What follows belongs to an exercise in optimizing a design on an open flow for small area; a production flow would make more cautious choices. Where RTL was checked, it was by simulation tests only, not by an equivalence proof against the original. Power is estimated from default activity; no workload was simulated.

// rs232_interface_top
module rs232_interface_top(CLOCK_50, RST, UART_TXD, UART_RXD, LEDG,LEDR, KEY, SW, HEX0, HEX1, HEX2, HEX3, HEX4, HEX5, HEX6, HEX7);
Size: roughly 1,200 cells after synthesis.
==> module clkdiv, before the edit <==
module clkdiv(CLK, RST, CLK_DIV, CNT);
	parameter W = 5;
	parameter TAP = 2;            
	parameter [W-1:0] LAST = 0;
	input CLK;
	input RST;
	output CLK_DIV;
	output [W-1:0] CNT;
	reg [W-1:0] state;
	assign CLK_DIV = (state == LAST);
	always @(posedge CLK)
	begin
		if(RST || CLK_DIV)
			state <= {W{1'b1}};
		else
			state <= {state[W-2:0], state[W-1] ^ state[TAP]};
	end
	assign CNT = state;
endmodule
==> module uart_tx, before the edit <==
module uart_tx(CLK, RST, TX_START, TX_DATA, TX_BUSY, TX_PIN, DIV_PULSE, DIV_CNT);
	input CLK;
	input RST;
	input TX_START;
	input[7:0] TX_DATA;
	output TX_PIN;
	output TX_BUSY;
	output DIV_PULSE;
	output [8:0] DIV_CNT;
	reg[3:0] state;
	wire tx_ready = (state == 0);
	assign TX_BUSY = ~tx_ready;
	wire uart_clk;
	clkdiv #(.W(9), .TAP(4), .LAST(9'h093)) uart_div(.CLK(CLK), .RST(RST), .CLK_DIV(uart_clk), .CNT(DIV_CNT));
	assign DIV_PULSE = uart_clk;
	always @(posedge CLK) begin
		if(RST)
			state <= 0;
		else if(tx_ready && TX_START)
			state <= 4'b0110;
		else if(uart_clk && !tx_ready)
			state <= state + 1'b1;
	end
	assign TX_PIN = tx_ready | (state == 4'b0110) | (state[3] & TX_DATA[state[2:0]]);
endmodule
==> module uart_rx, before the edit <==
module uart_rx(CLK, RST, RX_DATA, RX_RECV, RX_PIN, TXDIV_PULSE, TXDIV_CNT);
	input CLK;
	input RST;
	input RX_PIN;
	input TXDIV_PULSE;
	input [8:0] TXDIV_CNT;
	output reg[7:0] RX_DATA;
	output reg RX_RECV;
	wire tick;
	reg[3:0] state;
	reg[2:0] filter;
	reg rx_filtered;
	reg[3:0] oversample_cnt;
	reg[7:0] together;
	wire[4:0] tick_cnt;
	reg started;
	wire sample = tick && (oversample_cnt == 4'd15);
	clkdiv #(.W(5), .TAP(2), .LAST(5'h19)) oversample_div(.CLK(CLK), .RST(RST), .CLK_DIV(tick), .CNT(tick_cnt));
	always @(posedge CLK)
	begin
		if(RST) begin
			filter <= 0;
			rx_filtered <= 0;
		end else if(tick) begin
			if(RX_PIN && filter != 3'b111)
				filter <= filter + 3'b1;
			else if(!RX_PIN && filter != 3'b000)
				filter <= filter - 3'b1;
			if(filter == 3'b111)
				rx_filtered <= 1;
			else if(filter == 3'b000)
				rx_filtered <= 0;
		end
	end
	always @(posedge CLK)
		if(tick)
			oversample_cnt <= state == 0 ? 4'd8 : oversample_cnt + 4'd1;
	always @(posedge CLK)
	begin
		if(RST) begin
			together <= 0;
			started <= 0;
		end else begin
			if(tick && TXDIV_PULSE)
				together <= together + 1'b1;
			if(together == 8'd164 && tick_cnt == 5'h14 && TXDIV_CNT == 9'h18e)
				started <= 1;
		end
	end
	always @(posedge CLK)
	begin
		if(RST)
			state <= 0;
		else if(!started)
			state <= state;
		else if(state == 0) begin
			if(!rx_filtered)
				state <= 1;
		end else if(sample)
			state <= (state == 4'd10) ? 4'd0 : state + 4'd1;
	end
	always @(posedge CLK)
		if(sample && state >= 4'd2 && state <= 4'd9)
			RX_DATA <= {rx_filtered, RX_DATA[7:1]};
	always @(posedge CLK)
		RX_RECV <= !RST && sample && state == 4'd10 && rx_filtered;
endmodule
Settings: LEC_CHECK=0, CAP_MARGIN=20, CORE_MARGIN=2, CORE_UTILIZATION=40, SLEW_MARGIN=20; clock period 20.0 ns.
run.sh (not shown) runs the stock make flow with config.mk's settings and CLKGATE_MAP_FILE= SYNTH_SCRIPT=/design/flow/synth_recipe.tcl, a recipe that flattens the netlist after the stock synthesis.
Next try:
--- a/flow/design.v
+++ b/flow/design.v
@@ -1,23 +1,24 @@
 module clkdiv(CLK, RST, CLK_DIV, CNT);
-	parameter W = 5;
-	parameter TAP = 2;            
-	parameter [W-1:0] LAST = 0;
+	parameter divider = 1;
+	parameter W = 1;
 	input CLK;
 	input RST;
 	output CLK_DIV;
 	output [W-1:0] CNT;
-	reg [W-1:0] state;
-	assign CLK_DIV = (state == LAST);
-	always @(posedge CLK)
-	begin
-		if(RST || CLK_DIV)
-			state <= {W{1'b1}};
+	reg [W-1:0] counter;
+	always @(posedge CLK)
+	begin
+		if(RST)
+			counter <= 0;
+		else if(counter == 0)
+			counter <= divider;
 		else
-			state <= {state[W-2:0], state[W-1] ^ state[TAP]};
-	end
-	assign CNT = state;
+			counter <= counter - 1'b1;
+	end
+	assign CNT = counter;
+	assign CLK_DIV = (counter == 1);
 endmodule
 module uart_tx(CLK, RST, TX_START, TX_DATA, TX_BUSY, TX_PIN, DIV_PULSE, DIV_CNT);
 	input CLK;
 	input RST;
 	input TX_START;
@@ -28,11 +29,11 @@
 	output [8:0] DIV_CNT;
 	reg[3:0] state;
 	wire tx_ready = (state == 0);
 	assign TX_BUSY = ~tx_ready;
 	wire uart_clk;
-	clkdiv #(.W(9), .TAP(4), .LAST(9'h093)) uart_div(.CLK(CLK), .RST(RST), .CLK_DIV(uart_clk), .CNT(DIV_CNT));
+	clkdiv #(.divider(434), .W(9)) uart_div(.CLK(CLK), .RST(RST), .CLK_DIV(uart_clk), .CNT(DIV_CNT));
 	assign DIV_PULSE = uart_clk;
 	always @(posedge CLK) begin
 		if(RST)
 			state <= 0;
 		else if(tx_ready && TX_START)
@@ -53,15 +54,14 @@
 	wire tick;
 	reg[3:0] state;
 	reg[2:0] filter;
 	reg rx_filtered;
 	reg[3:0] oversample_cnt;
-	reg[7:0] together;
-	wire[4:0] tick_cnt;
+	reg[12:0] pulses;
 	reg started;
 	wire sample = tick && (oversample_cnt == 4'd15);
-	clkdiv #(.W(5), .TAP(2), .LAST(5'h19)) oversample_div(.CLK(CLK), .RST(RST), .CLK_DIV(tick), .CNT(tick_cnt));
+	clkdiv #(.divider(27), .W(5)) oversample_div(.CLK(CLK), .RST(RST), .CLK_DIV(tick), .CNT());
 	always @(posedge CLK)
 	begin
 		if(RST) begin
 			filter <= 0;
 			rx_filtered <= 0;
@@ -80,16 +80,16 @@
 		if(tick)
 			oversample_cnt <= state == 0 ? 4'd8 : oversample_cnt + 4'd1;
 	always @(posedge CLK)
 	begin
 		if(RST) begin
-			together <= 0;
+			pulses <= 0;
 			started <= 0;
 		end else begin
-			if(tick && TXDIV_PULSE)
-				together <= together + 1'b1;
-			if(together == 8'd164 && tick_cnt == 5'h14 && TXDIV_CNT == 9'h18e)
+			if(TXDIV_PULSE)
+				pulses <= pulses + 1'b1;
+			if(pulses == 13'd4597 && TXDIV_CNT == 9'd131)
 				started <= 1;
 		end
 	end
 	always @(posedge CLK)
 	begin
After rerunning: The new run completed with no timing, DRC or antenna violations; wire length grows by 0.35%; design area grows by 2.8%; synthesized area increases by 3.4%; core utilization went down by 0.27 points; setup slack gains 10 ps.
No functional check of the RTL was part of the first run of this note.

* * *

The RTL this note starts from:
==> flow/design.v <==
module clkdiv(CLK, RST, CLK_DIV, CNT);
	parameter W = 5;
	parameter TAP = 2;            
	parameter [W-1:0] LAST = 0;
	input CLK;
	input RST;
	output CLK_DIV;
	output [W-1:0] CNT;
	reg [W-1:0] state;
	assign CLK_DIV = (state == LAST);
	always @(posedge CLK)
	begin
		if(RST || CLK_DIV)
			state <= {W{1'b1}};
		else
			state <= {state[W-2:0], state[W-1] ^ state[TAP]};
	end
	assign CNT = state;
endmodule
module uart_tx(CLK, RST, TX_START, TX_DATA, TX_BUSY, TX_PIN, DIV_PULSE, DIV_CNT);
	input CLK;
	input RST;
	input TX_START;
	input[7:0] TX_DATA;
	output TX_PIN;
	output TX_BUSY;
	output DIV_PULSE;
	output [8:0] DIV_CNT;
	reg[3:0] state;
	wire tx_ready = (state == 0);
	assign TX_BUSY = ~tx_ready;
	wire uart_clk;
	clkdiv #(.W(9), .TAP(4), .LAST(9'h093)) uart_div(.CLK(CLK), .RST(RST), .CLK_DIV(uart_clk), .CNT(DIV_CNT));
	assign DIV_PULSE = uart_clk;
	always @(posedge CLK) begin
		if(RST)
			state <= 0;
		else if(tx_ready && TX_START)
			state <= 4'b0110;
		else if(uart_clk && !tx_ready)
			state <= state + 1'b1;
	end
	assign TX_PIN = tx_ready | (state == 4'b0110) | (state[3] & TX_DATA[state[2:0]]);
endmodule
module uart_rx(CLK, RST, RX_DATA, RX_RECV, RX_FIRST, RX_PIN, TXDIV_PULSE, TXDIV_CNT);
	input CLK;
	input RST;
	input RX_PIN;
	input TXDIV_PULSE;
	input [8:0] TXDIV_CNT;
	output reg[7:0] RX_DATA;
	output reg RX_RECV;
	output RX_FIRST;       
	wire tick;
	wire[4:0] tick_cnt;
	localparam[3:0] ST_WAIT = 4'd11;
	reg[3:0] state;
	reg[2:0] filter;
	reg rx_filtered;
	reg[3:0] oversample_cnt;
	wire waiting = (state == ST_WAIT);
	wire sample = tick && (oversample_cnt == 4'd15);
	clkdiv #(.W(5), .TAP(2), .LAST(5'h19)) oversample_div(.CLK(CLK), .RST(RST), .CLK_DIV(tick), .CNT(tick_cnt));
	always @(posedge CLK)
	begin
		if(RST) begin
			filter <= 0;
			rx_filtered <= 0;
		end else if(tick) begin
			if(RX_PIN && filter != 3'b111)
				filter <= filter + 3'b1;
			else if(!RX_PIN && filter != 3'b000)
				filter <= filter - 3'b1;
			if(filter == 3'b111)
				rx_filtered <= 1;
			else if(filter == 3'b000)
				rx_filtered <= 0;
		end
	end
	always @(posedge CLK)
		if(tick)
			oversample_cnt <= (state == 0 || waiting) ? 4'd8 : oversample_cnt + 4'd1;
	wire wait_over = RX_DATA == 8'h4c && tick_cnt == 5'h14 && TXDIV_CNT == 9'h18e;
	always @(posedge CLK)
	begin
		if(RST)
			state <= ST_WAIT;
		else if(waiting) begin
			if(wait_over)
				state <= 0;
		end else if(state == 0) begin
			if(!rx_filtered)
				state <= 1;
		end else if(sample)
			state <= (state == 4'd10) ? 4'd0 : state + 4'd1;
	end
	assign RX_FIRST = sample && state == 4'd2;
	always @(posedge CLK)
		if(RST)
			RX_DATA <= 8'hff;
		else if(waiting ? (tick && TXDIV_PULSE) : (sample && state >= 4'd2 && state <= 4'd9))
			RX_DATA <= {waiting ? RX_DATA[0] ^ RX_DATA[1] ^ RX_DATA[2] ^ RX_DATA[7] : rx_filtered, RX_DATA[7:1]};
	always @(posedge CLK)
		RX_RECV <= !RST && sample && state == 4'd10 && rx_filtered;
endmodule
module hex_code(CODE, VAL);
	output[3:0] CODE;
	input[3:0] VAL;
	localparam[15:0] E0 = 16'b0000001110001101;
	localparam[15:0] E1 = 16'b1111110101000101;
	localparam[15:0] E2 = 16'b1111110010011110;
	localparam[15:0] E3 = 16'b1111100010000011;
	assign CODE = {E3[VAL], E2[VAL], E1[VAL], E0[VAL]};
endmodule
module hex_num(HPIN, VAL);
	output[6:0] HPIN;
	input[3:0] VAL;    
	localparam[15:0] S0 = 16'b1010101110101011;  
	localparam[15:0] S1 = 16'b1011101010111010;  
	localparam[15:0] S2 = 16'b0011111100111111;  
	localparam[15:0] S3 = 16'b0000111110101111;  
	localparam[15:0] S4 = 16'b1000110010001100;  
	localparam[15:0] S5 = 16'b0000111100011111;  
	localparam[15:0] S6 = 16'b0000000011111111;  
	assign HPIN = ~{S6[VAL], S5[VAL], S4[VAL], S3[VAL], S2[VAL], S1[VAL], S0[VAL]};
endmodule
module rs232_interface_top(CLOCK_50, RST, UART_TXD, UART_RXD, LEDG,LEDR, KEY, SW, HEX0, HEX1, HEX2, HEX3, HEX4, HEX5, HEX6, HEX7);
	localparam PKTST_START = 0;
	localparam PKTST_CMD   = 1;
	localparam PKTST_LEN   = 2;
	localparam PKTST_DATA  = 3;
	localparam RC_OTHER = 0;
	localparam RC_LEDG  = 1;
	localparam RC_LEDR  = 2;
	localparam RC_HEX   = 3;
	localparam DEPTH = 6;
	localparam[3:0] HEX_CODE0 = 4'd11;    
	input CLOCK_50;
	input RST;
	output UART_TXD;
	input UART_RXD;
	output[7:0] LEDG;
	output[17:0] LEDR;
	input [4:0] KEY;
	input [17:0] SW;
	output[6:0] HEX0;
	output[6:0] HEX1;
	output[6:0] HEX2;
	output[6:0] HEX3;
	output[6:0] HEX4;
	output[6:0] HEX5;
	output[6:0] HEX6;
	output[6:0] HEX7;
	reg[7:0] tx_out;
	wire tx_busy;
	reg tx_start;
	wire[7:0] rx_in;
	wire rx_recv;
	wire rx_first;
	wire txdiv_pulse;
	wire[8:0] txdiv_cnt;
	reg sending;
	reg[4:0] last_key;
	reg[17:0] last_sw;
	reg[7:0] ledg_vals;
	reg[17:0] ledr_vals;
	reg[31:0] hex_vals;    
	wire[3:0] hex_new;     
	reg send_sw;           
	reg[2:0] send_idx;     
	reg[7:0] recv_buf[0:DEPTH-1];
	reg[2:0] recv_cnt;     
	reg recv_pend;         
	reg[1:0] recv_state;
	reg[1:0] recv_cur_cmd;
	reg[7:0] recv_left;    
	reg[9:0] recv_cur_data;
	uart_tx tx(.CLK(CLOCK_50), .RST(RST), .TX_START(tx_start), .TX_DATA(tx_out), .TX_BUSY(tx_busy), .TX_PIN(UART_TXD),
		.DIV_PULSE(txdiv_pulse), .DIV_CNT(txdiv_cnt));
	uart_rx rx(.CLK(CLOCK_50), .RST(RST), .RX_DATA(rx_in), .RX_RECV(rx_recv), .RX_FIRST(rx_first), .RX_PIN(UART_RXD),
		.TXDIV_PULSE(txdiv_pulse), .TXDIV_CNT(txdiv_cnt));
	hex_code hc(hex_new, recv_byte[3:0]);
	wire hex_write = recv_pop && recv_state == PKTST_DATA && recv_left[7:1] == 0 &&
		recv_cur_cmd == RC_HEX && recv_cur_data[7:3] == 0;
	wire[3:0] hex_d = RST ? HEX_CODE0 : hex_new;
	genvar g;
	generate
		for(g = 0; g < 8; g = g + 1) begin : digit
			always @(posedge CLOCK_50)
				if(RST || (hex_write && recv_cur_data[2:0] == g))
					hex_vals[4*g+3:4*g] <= hex_d;
		end
	endgenerate
	hex_num h0(HEX0, hex_vals[3:0]);
	hex_num h1(HEX1, hex_vals[7:4]);
	hex_num h2(HEX2, hex_vals[11:8]);
	hex_num h3(HEX3, hex_vals[15:12]);
	hex_num h4(HEX4, hex_vals[19:16]);
	hex_num h5(HEX5, hex_vals[23:20]);
	hex_num h6(HEX6, hex_vals[27:24]);
	hex_num h7(HEX7, hex_vals[31:28]);
	assign LEDG = ledg_vals;
	assign LEDR = ledr_vals;
	wire recv_any = (recv_cnt != 0) || recv_pend;
	wire recv_pop = !sending && recv_any;
	wire[7:0] recv_byte = (recv_cnt == 0) ? rx_in : recv_buf[recv_cnt - 3'd1];
	wire recv_move = rx_first && recv_pend && !(recv_pop && recv_cnt == 0);
	wire[17:0] data_nxt = {recv_cur_data, recv_byte};
	integer i;
	always @(posedge CLOCK_50)
		if(recv_move) begin
			recv_buf[0] <= rx_in;
			for(i = 1; i < DEPTH; i = i + 1)
				recv_buf[i] <= recv_buf[i-1];
		end
	reg[7:0] send_byte;
	always @(*)
		case(send_idx)
			3'd0: send_byte = 8'hff;
			3'd1: send_byte = {7'b0, send_sw};
			3'd2: send_byte = {6'b0, send_sw, 1'b1};
			3'd3: send_byte = send_sw ? last_sw[7:0] : {3'b111, ~last_key};
			3'd4: send_byte = last_sw[15:8];
			default: send_byte = {6'b0, last_sw[17:16]};
		endcase
	wire send_last = send_sw ? (send_idx == 3'd5) : (send_idx == 3'd3);
	wire send_step = sending && !tx_busy && !tx_start;
	always @(posedge CLOCK_50)
		if(send_step)
			tx_out <= send_byte;
	always @(posedge CLOCK_50)
	begin
		if(RST) begin
			tx_start <= 0;
			sending <= 0;
			last_key <= 0;
			last_sw <= 0;
			recv_cnt <= 0;
			recv_pend <= 0;
			recv_state <= PKTST_START;
			ledg_vals <= 0;
			ledr_vals <= 0;
		end else begin
			tx_start <= send_step;
			recv_cnt <= recv_cnt + recv_move - (recv_pop && recv_cnt != 0);
			if(rx_recv)
				recv_pend <= 1;
			else if(rx_first || (recv_pop && recv_cnt == 0))
				recv_pend <= 0;
			if(!sending) begin
				if(recv_any) begin
					case(recv_state)
					PKTST_START:
						if(recv_byte == 8'hff)
							recv_state <= PKTST_CMD;
					PKTST_CMD: begin
						recv_state <= PKTST_LEN;
					end
					PKTST_LEN: begin
						recv_state <= PKTST_DATA;
					end
					PKTST_DATA:
						if(recv_left[7:1] == 0) begin
							recv_state <= PKTST_START;
							case(recv_cur_cmd)
							RC_LEDG: ledg_vals <= recv_byte;
							RC_LEDR: ledr_vals <= data_nxt;
							endcase
						end
					endcase
				end else if(last_key != KEY) begin
					sending <= 1;
					last_key <= KEY;
				end else if(last_sw != SW) begin
					sending <= 1;
					last_sw <= SW;
				end
			end else if(send_step) begin
				if(send_last)
					sending <= 0;
			end
		end
	end
	always @(posedge CLOCK_50)
	begin
		if(!sending)
			send_idx <= 0;
		else if(send_step)
			send_idx <= send_idx + 1'b1;
		if(recv_pop && recv_state == PKTST_LEN)
			recv_cur_data <= 0;
		else if(recv_pop && recv_state == PKTST_DATA)
			recv_cur_data <= data_nxt[9:0];
		if(!sending && !recv_any && last_key != KEY)
			send_sw <= 0;
		else if(!sending && !recv_any && last_sw != SW)
			send_sw <= 1;
		if(recv_pop && recv_state == PKTST_CMD)
			recv_cur_cmd <= (recv_byte == 8'd2) ? RC_LEDG :
			                (recv_byte == 8'd3) ? RC_LEDR :
			                (recv_byte == 8'd4) ? RC_HEX : RC_OTHER;
		if(recv_pop && recv_state == PKTST_LEN)
			recv_left <= recv_byte;
		else if(recv_pop && recv_state == PKTST_DATA)
			recv_left <= recv_left - 1'b1;
	end
endmodule
Settings: LEC_CHECK=0, CAP_MARGIN=20, CORE_MARGIN=2, CORE_UTILIZATION=70, PLACE_DENSITY=0.8, SLEW_MARGIN=20; clock period 20.0 ns.
standard.sh (not shown) runs the stock make flow with config.mk's settings and CLKGATE_MAP_FILE= SYNTH_SCRIPT=/design/flow/synth_recipe.tcl, a recipe that flattens the netlist after the stock synthesis.
==> flow/flow/run.sh <==
#!/bin/bash
# The standard layout (standard.sh: the standard synthesis, floorplan, power
# grid, tap cells, placement, CTS and routing), with these choices:
#  - ABC maps the logic with an area-oriented script (flow/abc_area_deep.script)
#    instead of ORFS's abc_speed.script: ORFS's scripts folder is copied here
#    and only that file is replaced. Flip-flops are mapped before ABC runs, so
#    the registers (names and cells) are those of the standard synthesis;
#  - port buffers are buf_1 cells (buffer_ports -buffer_cell), the smallest
#    buffer; every port still gets one;
#  - the clock tree uses clkbuf_4 cells, sink clusters of up to 10 within
#    30 um, and no dummy loads.
set -euo pipefail
rm -rf scripts_mod
cp -r "$FLOW_HOME/scripts" scripts_mod
cp flow/abc_area_deep.script scripts_mod/abc_speed.script
export SCRIPTS_DIR="$PWD/scripts_mod"
export BUFFER_PORTS_ARGS="-buffer_cell sky130_fd_sc_hd__buf_1"
export CTS_ARGS="-sink_clustering_enable -repair_clock_nets -buf_list sky130_fd_sc_hd__clkbuf_4 -sink_clustering_size 10 -sink_clustering_max_diameter 30 -dont_use_dummy_load"
bash standard.sh > standard_flow.log 2>&1
==> flow/flow/abc_area_deep.script <==
strash
dc2
dc2
dch -f
amap
topo
The baseline completed with no timing, DRC or antenna violations.
==> next run, changes <==
--- a/flow/design.v
+++ b/flow/design.v
@@ -49,19 +49,19 @@
 	input TXDIV_PULSE;
 	input [8:0] TXDIV_CNT;
 	output reg[7:0] RX_DATA;
 	output reg RX_RECV;
 	output RX_FIRST;       
 	wire tick;
-	wire[4:0] tick_cnt;
-	localparam[3:0] ST_WAIT = 4'd11;
 	reg[3:0] state;
 	reg[2:0] filter;
 	reg rx_filtered;
 	reg[3:0] oversample_cnt;
-	wire waiting = (state == ST_WAIT);
+	reg[7:0] together;
+	wire[4:0] tick_cnt;
+	reg started;
 	wire sample = tick && (oversample_cnt == 4'd15);
 	clkdiv #(.W(5), .TAP(2), .LAST(5'h19)) oversample_div(.CLK(CLK), .RST(RST), .CLK_DIV(tick), .CNT(tick_cnt));
 	always @(posedge CLK)
 	begin
 		if(RST) begin
 			filter <= 0;
@@ -76,33 +76,43 @@
 			else if(filter == 3'b000)
 				rx_filtered <= 0;
 		end
 	end
 	always @(posedge CLK)
 		if(tick)
-			oversample_cnt <= (state == 0 || waiting) ? 4'd8 : oversample_cnt + 4'd1;
-	wire wait_over = RX_DATA == 8'h4c && tick_cnt == 5'h14 && TXDIV_CNT == 9'h18e;
+			oversample_cnt <= state == 0 ? 4'd8 : oversample_cnt + 4'd1;
+	always @(posedge CLK)
+	begin
+		if(RST)
+			started <= 0;
+		else if(together == 8'h45 && tick_cnt == 5'h14 && TXDIV_CNT == 9'h18e)
+			started <= 1;
+	end
 	always @(posedge CLK)
 	begin
 		if(RST)
-			state <= ST_WAIT;
-		else if(waiting) begin
-			if(wait_over)
-				state <= 0;
-		end else if(state == 0) begin
+			together <= 8'hff;
+		else if(tick && TXDIV_PULSE)
+			together <= {together[6:0], together[7] ^ together[5] ^ together[4] ^ together[3]};
+	end
+	always @(posedge CLK)
+	begin
+		if(RST)
+			state <= 0;
+		else if(!started)
+			state <= state;
+		else if(state == 0) begin
 			if(!rx_filtered)
 				state <= 1;
 		end else if(sample)
 			state <= (state == 4'd10) ? 4'd0 : state + 4'd1;
 	end
 	assign RX_FIRST = sample && state == 4'd2;
 	always @(posedge CLK)
-		if(RST)
-			RX_DATA <= 8'hff;
-		else if(waiting ? (tick && TXDIV_PULSE) : (sample && state >= 4'd2 && state <= 4'd9))
-			RX_DATA <= {waiting ? RX_DATA[0] ^ RX_DATA[1] ^ RX_DATA[2] ^ RX_DATA[7] : rx_filtered, RX_DATA[7:1]};
+		if(sample && state >= 4'd2 && state <= 4'd9)
+			RX_DATA <= {rx_filtered, RX_DATA[7:1]};
 	always @(posedge CLK)
 		RX_RECV <= !RST && sample && state == 4'd10 && rx_filtered;
 endmodule
 module hex_code(CODE, VAL);
 	output[3:0] CODE;
 	input[3:0] VAL;
Result: The new run ran to the end with no violations; die area rose by 2.1%; area after synthesis rose by 2.2%; sequential power drops by about 0.7%; synthesized cell count climbs by 0.34%; global-route usage went down by 1.4 points; hold slack improved by 17 ps; power fell by 5.9%; clock-buffer cell count is higher by 2; via count fell by 0.55%.

what the ideal ports hide:
The results above use ideal ports. As a check the final layouts listed here were re-extracted and re-timed, cells and wires unchanged.
Step 1: set_driving_cell puts a clkbuf_16 on CLOCK_50 and a buf_2 on each other input, an assumption about the parent block.
Step 2 moves the port delays by t, midway between the first and last clock arrival at a register: inputs arrive t later, outputs are due t later. That takes back most of the time a late clock gives input paths.
Three values: ideal, step 1, step 2; two values: the first two.
| run | t, ns | setup slack, ns | hold WS [ns] | clock arrival spread, ns | worst data-port slew with drivers (ns) |
|---|---|---|---|---|---|
| the first run of note 1 | 0.571 | 13.643 / 13.597 / 13.395 | 0.424 / 0.424 / 0.424 | 0.011 / 0.011 | 0.04 |
| the second run of note 1 | 0.550 | 13.653 / 13.607 / 13.931 | 0.421 / 0.421 / 0.421 | 0.009 / 0.010 | 0.06 |
| the first run of note 2 | 0.615 | 13.571 / 13.584 / 12.969 | 0.422 / 0.422 / 0.422 | 0.066 / 0.066 | 0.03 |
| the second run of note 2 | 0.631 | 13.577 / 13.595 / 12.963 | 0.439 / 0.439 / 0.439 | 0.083 / 0.083 | 0.04 |
After both steps setup and hold are still met in every run listed. The setup slack of the second run of note 2, which loses most, moves by +0.018 ns with the drivers and by -0.614 ns with both steps.
